What follows belongs to an exercise in optimizing a design on an open flow for small area; a production flow would make more cautious choices.
RTL that was checked went through simulation tests only; none was proved equivalent to the original.
Power figures rest on the tool's default switching activity, not on a simulated workload.

==> flow/design.v (excerpt) <==
module boxing_top(clk, rst_n, ps2k_clk, ps2k_data, state1, state2, led1, led2, p1_tens, p1_ones, p2_tens, p2_ones, win);
clock: 10.0 ns
lec_check: 0
abc_area: 1
cap_margin: 20
core_margin: 2
core_utilization: 60
slew_margin: 20
buffer_ports_args: -buffer_cell sky130_fd_sc_hd__buf_1
cts_args: -sink_clustering_enable -repair_clock_nets -dont_use_dummy_load -buf_list sky130_fd_sc_hd__clkbuf_8 -sink_clustering_size 35 -sink_clustering_max_diameter 500
standard.sh (not shown) runs the stock make flow with config.mk's settings and CLKGATE_MAP_FILE= SYNTH_SCRIPT=/design/flow/synth_recipe.tcl, a recipe that flattens the netlist after the stock synthesis.
==> flow/flow/run.sh <==
#!/bin/bash
# Standard ORFS layout with two changes: the port buffers are buf_1 cells
# and clock tree synthesis adds no dummy loads.
set -euo pipefail
cat >> config.mk <<'EOC'
export BUFFER_PORTS_ARGS = -buffer_cell sky130_fd_sc_hd__buf_1
export CTS_ARGS = -sink_clustering_enable -repair_clock_nets -dont_use_dummy_load -buf_list sky130_fd_sc_hd__clkbuf_8 -sink_clustering_size 35 -sink_clustering_max_diameter 500
EOC
bash standard.sh finish > standard_flow.log 2>&1
Edit:
==> flow/flow/run.sh (replaced) <==
#!/bin/bash
# Standard ORFS layout with two changes: the port buffers are buf_1 cells
# and clock tree synthesis adds no dummy loads.
set -euo pipefail
cat >> config.mk <<'EOC'
export BUFFER_PORTS_ARGS = -buffer_cell sky130_fd_sc_hd__buf_1
export CTS_ARGS = -sink_clustering_enable -repair_clock_nets -dont_use_dummy_load -buf_list sky130_fd_sc_hd__clkbuf_16 -sink_clustering_size 70 -sink_clustering_max_diameter 500
EOC
bash standard.sh finish > standard_flow.log 2>&1
Settings changed: CTS_ARGS -sink_clustering_enable -repair_clock_nets -dont_use_dummy_load -buf_list sky130_fd_sc_hd__clkbuf_8 -sink_clustering_size 35 -sink_clustering_max_diameter 500 to -sink_clustering_enable -repair_clock_nets -dont_use_dummy_load -buf_list sky130_fd_sc_hd__clkbuf_16 -sink_clustering_size 70 -sink_clustering_max_diameter 500.
The new run passed the timing, design-rule and antenna checks.
Die area is unchanged.
Worst setup slack is better by 22 ps.
Register-to-register slack is about the same.
Power went up by 14%.
Sequential power is about the same.
Routed wire length is lower by 1.1%.
Non-clock buffer count does not change.
Edit:
==> flow/flow/run.sh (replaced) <==
#!/bin/bash
# Standard ORFS layout with two changes: the port buffers are buf_1 cells
# and clock tree synthesis adds no dummy loads.
set -euo pipefail
cat >> config.mk <<'EOC'
export BUFFER_PORTS_ARGS = -buffer_cell sky130_fd_sc_hd__buf_1
export CTS_ARGS = -sink_clustering_enable -repair_clock_nets -dont_use_dummy_load -buf_list sky130_fd_sc_hd__clkbuf_4 -sink_clustering_size 16 -sink_clustering_max_diameter 100
EOC
bash standard.sh finish > standard_flow.log 2>&1
Settings changed: CTS_ARGS -sink_clustering_enable -repair_clock_nets -dont_use_dummy_load -buf_list sky130_fd_sc_hd__clkbuf_16 -sink_clustering_size 70 -sink_clustering_max_diameter 500 to -sink_clustering_enable -repair_clock_nets -dont_use_dummy_load -buf_list sky130_fd_sc_hd__clkbuf_4 -sink_clustering_size 16 -sink_clustering_max_diameter 100.
Result:
- The changed run went through all stages and came out clean
- clock power came out lower by 51%
- total power came out lower by 19%
- via count came out higher by 0.57%
- die area stays the same
- register-to-register slack barely changes
- routed wire length came out higher by 0.75%
- flip-flop and latch count stays the same
- worst setup slack degrades by 96 ps
- non-clock buffer count stays the same
Edit:
--- a/flow/flow/run.sh
+++ b/flow/flow/run.sh
@@ -5,4 +5,5 @@
 cat >> config.mk <<'EOC'
 export BUFFER_PORTS_ARGS = -buffer_cell sky130_fd_sc_hd__buf_1
+export RECOVER_POWER = 100
 export CTS_ARGS = -sink_clustering_enable -repair_clock_nets -dont_use_dummy_load -buf_list sky130_fd_sc_hd__clkbuf_4 -sink_clustering_size 16 -sink_clustering_max_diameter 100
 EOC
Settings changed: RECOVER_POWER set to 100.
Outcome: The changed run passed the timing, design-rule and antenna checks. Utilization shrinks by 0.34 points. Sequential power stays flat. Design area goes down slightly. Global-route usage stays the same. Worst hold slack stays flat. Cell count does not change. Via count is about the same. Synthesized cell count does not change. Count of clock-buffer cells in the layout stays the same.

---

run 1:
boxing_top, a different RTL version from the one above (not shown whole).
For scale: ~580 cells after synthesis, about 82 flip-flops, ~35 I/O pins, ~0.0049 mm² of cells after synthesis.
clock: 10.0 ns
lec_check: 0
cap_margin: 20
core_margin: 2
core_utilization: 40
slew_margin: 20
run.sh (not shown) runs the stock make flow with config.mk's settings and CLKGATE_MAP_FILE= SYNTH_SCRIPT=/design/flow/synth_recipe.tcl, a recipe that flattens the netlist after the stock synthesis.
Stock flow here: none of the scripts above is used.
Run 1 completed every stage of the flow, and the final layout passed the timing, design-rule and antenna checks.
Here is what was changed in the inputs of run 2 compared with run 1.
# run 1
export LEC_CHECK = 0
export CAP_MARGIN = 20
export CORE_MARGIN = 2
export CORE_UTILIZATION = 40
export SLEW_MARGIN = 20
create_clock -name core_clock -period 10.0 [get_ports {clk}]
# run 2
export LEC_CHECK = 0
export ABC_AREA = 1
export CAP_MARGIN = 20
export CORE_MARGIN = 2
export CORE_UTILIZATION = 60
export CTS_BUF_LIST = sky130_fd_sc_hd__clkbuf_8
export CTS_CLUSTER_DIAMETER = 200
export CTS_CLUSTER_SIZE = 50
export SLEW_MARGIN = 20
create_clock -name core_clock -period 10.0 [get_ports {clk}]
==> comparison <==
Between run 1 and run 2, the clock skew figures differ only marginally. Cell area | run 2 vs run 1 | run 2 smaller. Looking at mapped cell area, run 2 sits 3.8% lower than run 1 does. Final cell count without fillers was lower in run 1 than in run 2. Going from run 1 to run 2, buffers plus inverters on the worst setup path shows an increase of 2; combinational power rose 440%.

---

The RTL this note starts from:
==> flow/design.v <==
module boxing_top(
	input  wire       clk,
	input  wire       rst_n,
	input  wire       ps2k_clk,
	input  wire       ps2k_data,
	output wire [1:0] state1,
	output wire [1:0] state2,
	output wire [4:0] led1,
	output wire [4:0] led2,
	output wire [3:0] p1_tens,
	output wire [3:0] p1_ones,
	output wire [3:0] p2_tens,
	output wire [3:0] p2_ones,
	output wire       win
);
	reg r0, r1, r2;
	reg [3:0] num;
	reg vs;
	localparam [2:0] CN = 3'd0, CA = 3'd1, CF = 3'd2, CK = 3'd3, CS = 3'd4, CJ = 3'd5;
	reg [2:0] cd;
	wire neg = ~r1 & r2;
	wire n10 = num[3] & num[1];
	wire isA  = cd == CA;
	wire isS  = cd == CS;
	wire isJ  = cd == CJ;
	wire isK  = cd == CK;
	wire isF0 = cd == CF;
	wire valid = cd != CN;
	always @(posedge clk) begin
		if (!rst_n) begin
			r0 <= 1'b0; r1 <= 1'b0; r2 <= 1'b0;
			num <= 4'd0;
			vs <= 1'b0;
		end else begin
			r0 <= ps2k_clk; r1 <= r0; r2 <= r1;
			if (neg) num <= n10 ? 4'd0 : num + 4'd1;
			vs <= n10 & valid;
		end
	end
	wire d = ps2k_data;
	reg [7:0] ex;
	always @(*) begin
		case (cd)
			CA: ex = 8'b00111000;
			CF: ex = 8'b11100001;
			CK: ex = 8'b10000100;
			CS: ex = 8'b00110110;
			CJ: ex = 8'b01110110;
			default: ex = 8'b00000000;
		endcase
	end
	wire hit = (d == ex[num[2:0]]) & (cd != CN);
	reg [2:0] cn;
	always @(*) begin
		if (num[2:0] == 3'd1) cn = d ? CS : CA;
		else if (num[2:0] == 3'd2 && cd == CA && d) cn = CK;
		else if (num[2:0] == 3'd3 && cd == CA && !d) cn = CF;
		else if (num[2:0] == 3'd6 && cd == CS && d) cn = CJ;
		else cn = hit ? cd : CN;
	end
	always @(posedge clk)
		if (neg && num != 4'd0 && (!num[3] || num == 4'd8))
			cd <= cn;
	reg x1, x2, acc, accd, brk;
	reg [3:0] tmp;
	reg [3:0] cnt;
	reg [1:0] act1, act2;
	always @(posedge clk) begin
		if (!rst_n) begin
			x1 <= 1'b0; x2 <= 1'b0; acc <= 1'b0; accd <= 1'b0; brk <= 1'b0;
			tmp <= 4'd0; cnt <= 4'd13; act1 <= 2'd0; act2 <= 2'd0;
		end else begin
			x1 <= vs; x2 <= vs ^ x1; acc <= x2; accd <= acc;
			if (accd & x1) begin
				if (isA | isS | isJ | isK) brk <= 1'b0;
				else brk <= 1'b1;
				if (isA) tmp[3] <= ~brk;
				if (isS) tmp[2] <= ~brk;
				if (isJ) tmp[1] <= ~brk;
				if (isK) tmp[0] <= ~brk;
			end
			if (cnt == 4'd0) begin
				cnt <= 4'd12;
				act1 <= tmp[3:2];
				act2 <= tmp[1:0];
			end else cnt <= cnt - 4'd1;
		end
	end
	reg [2:0] ph;
	always @(posedge clk)
		if (!rst_n) ph <= 3'd0; else ph <= ph + 3'd1;
	wire tick = ph == 3'd1;
	reg jr;		 
	always @(posedge clk) jr <= ~rst_n;
	wire [1:0] sd1, sd2;
	wire [2:0] lc1, lc2;
	wire en1, en2;
	player u_p1(.clk(clk), .rst_n(rst_n), .tick(tick), .act(act1), .state_out(state1),
		.state(sd1), .lc(lc1), .entry(en1));
	player u_p2(.clk(clk), .rst_n(rst_n), .tick(tick), .act(act2), .state_out(state2),
		.state(sd2), .lc(lc2), .entry(en2));
	wire pa1 = (ph == 3'd3) & en1;
	wire pa2 = (ph == 3'd3) & en2;
	reg [1:0] t1;
	reg [3:0] o1;
	wire z1 = o1 == 4'd0;
	assign win = t1[1] | (~t1[0] & z1);
	wire [1:0] k2 = sd2[1] ? 2'd3 : sd2[0] ? 2'd1 : 2'd2;
	wire [1:0] k1 = sd1[1] ? 2'd3 : sd1[0] ? 2'd1 : 2'd2;
	wire [4:0] up = {1'b0, o1} + {3'd0, k2};
	wire [4:0] dn = {1'b0, o1} - {3'd0, k1};
	always @(posedge clk) begin
		if (!rst_n) begin t1 <= 2'd1; o1 <= 4'd0; end
		else if (!win) begin
			if (pa1) begin
				if (t1[0] & (up >= 5'd10)) begin t1 <= 2'd2; o1 <= 4'd0; end
				else if (up >= 5'd10) begin t1 <= 2'd1; o1 <= up[3:0] - 4'd10; end
				else o1 <= up[3:0];
			end else if (pa2) begin
				if (~t1[0] & (o1 <= {2'd0, k1})) begin t1 <= 2'd0; o1 <= 4'd0; end
				else if (dn[4]) begin t1 <= 2'd0; o1 <= dn[3:0] + 4'd10; end
				else o1 <= dn[3:0];
			end
		end
	end
	assign p1_tens = {2'd0, t1};
	assign p1_ones = o1;
	assign p2_tens = {2'd0, z1 ? ~t1[0] & ~t1[1] : 1'b0, z1 ? t1[0] : ~t1[0] & ~t1[1]};
	assign p2_ones = z1 ? 4'd0 : 4'd10 - o1;
	ledpat u_l1(.jr(jr), .state(sd1), .lc(lc1), .out(led1));
	ledpat u_l2(.jr(jr), .state(sd2), .lc(lc2), .out(led2));
endmodule
module bcd(input wire [4:0] v, output wire [3:0] tens, output wire [3:0] ones);
	assign tens = (v >= 5'd20) ? 4'd2 : (v >= 5'd10) ? 4'd1 : 4'd0;
	assign ones = (v >= 5'd20) ? 4'd0 : (v >= 5'd10) ? v[3:0] - 4'd10 : v[3:0];
endmodule
module ledpat(input wire jr, input wire [1:0] state, input wire [2:0] lc, output reg [4:0] out);
	always @(*) begin
		if (jr) out = 5'b11111;
		else case (state)
			2'b10: out = lc[2] ? 5'b11111 : lc[1] ? (lc[0] ? 5'b01111 : 5'b00111) : (lc[0] ? 5'b00011 : 5'b00001);
			2'b11: out = lc[2] ? 5'b00001 : lc[1] ? (lc[0] ? 5'b00010 : 5'b00100) : (lc[0] ? 5'b01000 : 5'b10000);
			2'b01: out = lc[2] ? 5'b00000 : lc[1] ? (lc[0] ? 5'b10001 : 5'b10011) : (lc[0] ? 5'b10111 : 5'b11111);
			default: out = 5'b00000;
		endcase
	end
endmodule
module player(input wire clk, input wire rst_n, input wire tick, input wire [1:0] act,
	output wire [1:0] state_out, output wire [1:0] state, output reg [2:0] lc, output wire entry);
	reg [2:0] f;
	reg nw;
	reg [2:0] o;
	reg [4:0] d;
	reg trig;
	assign state = f[2:1];
	assign entry = f[2] & f[1] & nw;
	wire f_apt = f == 3'b100;
	wire f_art = f == 3'b110;
	wire f_dht = f == 3'b010;
	wire f_drt = f == 3'b001;
	wire acting = |f;
	reg [2:0] fn;
	always @(*) begin
		fn = f;
		if (acting) begin
			if (trig) begin
				if (!nw) begin
					if (f_drt | f_art) fn = 3'b000;
					else if (f_dht) fn = 3'b001;
					else fn = 3'b110;
				end
			end else if (f_dht && act == 2'b00) fn = 3'b001;
		end else begin
			case (act)
				2'b00: fn = 3'b000;
				2'b10: fn = 3'b100;
				default: fn = 3'b010;
			endcase
		end
	end
	wire chg = fn != f;
	wire [4:0] lim = (fn == 3'b100) ? 5'b10111 : (fn == 3'b110) ? 5'b10000 : (fn == 3'b010) ? 5'b01111 : 5'b00001;
	wire wrap = d == 5'b00001;
	wire [2:0] co = nw ? 3'd0 : o;
	assign state_out = tick ? fn[2:1] : f[2:1];
	always @(posedge clk) begin
		if (!rst_n) begin
			f <= 3'b000;
			trig <= 1'b0;
		end else if (tick) begin
			f <= fn;
			if (acting) trig <= trig ? 1'b0 : (o[2] & ~lc[2]);
		end
	end
	always @(posedge clk) begin
		if (tick) begin
			if (!acting) o <= 3'd0;
			else if (wrap) o <= co[2] ? 3'd0 : co + 3'd1;
			else o <= co;
			d <= (chg | wrap) ? lim : {d[3:0], d[4] ^ d[2]};
			nw <= chg;
			lc <= o;
		end
	end
endmodule
==> flow/config.mk <==
export PLATFORM = sky130hd
export DESIGN_NAME = boxing_top
export DESIGN_NICKNAME = boxing_top
export VERILOG_FILES = /design/flow/design.v
export SDC_FILE = /design/flow/constraint.sdc
export NUM_CORES = 4
export LEC_CHECK = 0
export ABC_AREA = 1
export CAP_MARGIN = 20
export CORE_MARGIN = 2
export CORE_UTILIZATION = 60
export SLEW_MARGIN = 20
export BUFFER_PORTS_ARGS = -buffer_cell sky130_fd_sc_hd__buf_1
export CTS_ARGS = -sink_clustering_enable -repair_clock_nets -dont_use_dummy_load -buf_list sky130_fd_sc_hd__clkbuf_8 -sink_clustering_size 50 -sink_clustering_max_diameter 200
==> flow/constraint.sdc <==
create_clock -name core_clock -period 10.0 [get_ports {clk}]
set_input_delay 2.0000 -clock core_clock [delete_from_list [all_inputs] [get_ports {clk}]]
set_output_delay 2.0000 -clock core_clock [all_outputs]
set_load 0.01 [all_outputs]
standard.sh (not shown) runs the stock make flow with config.mk's settings and CLKGATE_MAP_FILE= SYNTH_SCRIPT=/design/flow/synth_recipe.tcl, a recipe that flattens the netlist after the stock synthesis.
==> flow/flow/run.sh <==
#!/bin/bash
# Standard ORFS layout with two changes: the port buffers are buf_1 cells
# and clock tree synthesis adds no dummy loads.
set -euo pipefail
cat >> config.mk <<'EOC'
export BUFFER_PORTS_ARGS = -buffer_cell sky130_fd_sc_hd__buf_1
export CTS_ARGS = -sink_clustering_enable -repair_clock_nets -dont_use_dummy_load -buf_list sky130_fd_sc_hd__clkbuf_8 -sink_clustering_size 50 -sink_clustering_max_diameter 200
EOC
bash standard.sh finish > standard_flow.log 2>&1
The first run went through all stages and came out clean.
Edit:
==> flow/flow/run.sh (replaced) <==
#!/bin/bash
# Standard ORFS layout with two changes: the port buffers are buf_1 cells
# and clock tree synthesis adds no dummy loads.
set -euo pipefail
cat >> config.mk <<'EOC'
export BUFFER_PORTS_ARGS = -buffer_cell sky130_fd_sc_hd__buf_1
export CTS_ARGS = -sink_clustering_enable -repair_clock_nets -dont_use_dummy_load -buf_list sky130_fd_sc_hd__clkbuf_4 -sink_clustering_size 16 -sink_clustering_max_diameter 100
EOC
bash standard.sh finish > standard_flow.log 2>&1
Settings changed: CTS_ARGS -sink_clustering_enable -repair_clock_nets -dont_use_dummy_load -buf_list sky130_fd_sc_hd__clkbuf_8 -sink_clustering_size 50 -sink_clustering_max_diameter 200 to -sink_clustering_enable -repair_clock_nets -dont_use_dummy_load -buf_list sky130_fd_sc_hd__clkbuf_4 -sink_clustering_size 16 -sink_clustering_max_diameter 100.
The new run passed the timing, design-rule and antenna checks; final cell count does not change; wire length drops slightly; fmax drops slightly; hold slack improves by 6.2 ps; total power drops by a few percent.
No run of this note included a check of the RTL's function; only the layout flow was run.

-- afterwards: timing with drivers on the ports --
The results above use ideal ports. As a check the final layouts listed here were re-extracted and re-timed, cells and wires unchanged.
Step 1 sets driving cells, clkbuf_16 on the clock port and buf_2 on the other inputs (assumed; they add their load-dependent delay and slew).
Step 2 adds t to the input delays and takes it off the output delays; t is the mean of the earliest and latest rising clock arrival at the registers after step 1. Input paths then give back, and output paths get back, about the clock's delay inside the block.
Slacks: no drivers / after step 1 / after step 2; pairs: no drivers / after step 1.
| run | t, ns | setup slack, ns | worst register clock-pin slew, ns |
|---|---|---|---|
| the first run of note 1 | 0.371 | 5.621 / 5.591 / 5.962 | 0.07 / 0.07 |
| the second run of note 1 | 0.350 | 5.643 / 5.611 / 5.961 | 0.05 / 0.05 |
| the third run of note 1 | 0.434 | 5.547 / 5.519 / 5.953 | 0.11 / 0.11 |
| the fourth run of note 1 | 0.434 | 4.639 / 4.611 / 5.046 | 0.11 / 0.11 |
| run 1 | 0.380 | 4.628 / 4.591 / 4.970 | 0.07 / 0.07 |
| run 2 | 0.382 | 5.145 / 5.112 / 5.494 | 0.09 / 0.09 |
| the first run of note 3 | 0.362 | 6.052 / 6.023 / 6.385 | 0.07 / 0.07 |
| the second run of note 3 | 0.407 | 5.990 / 5.963 / 6.370 | 0.11 / 0.11 |
After both steps every run listed still meets setup and hold.
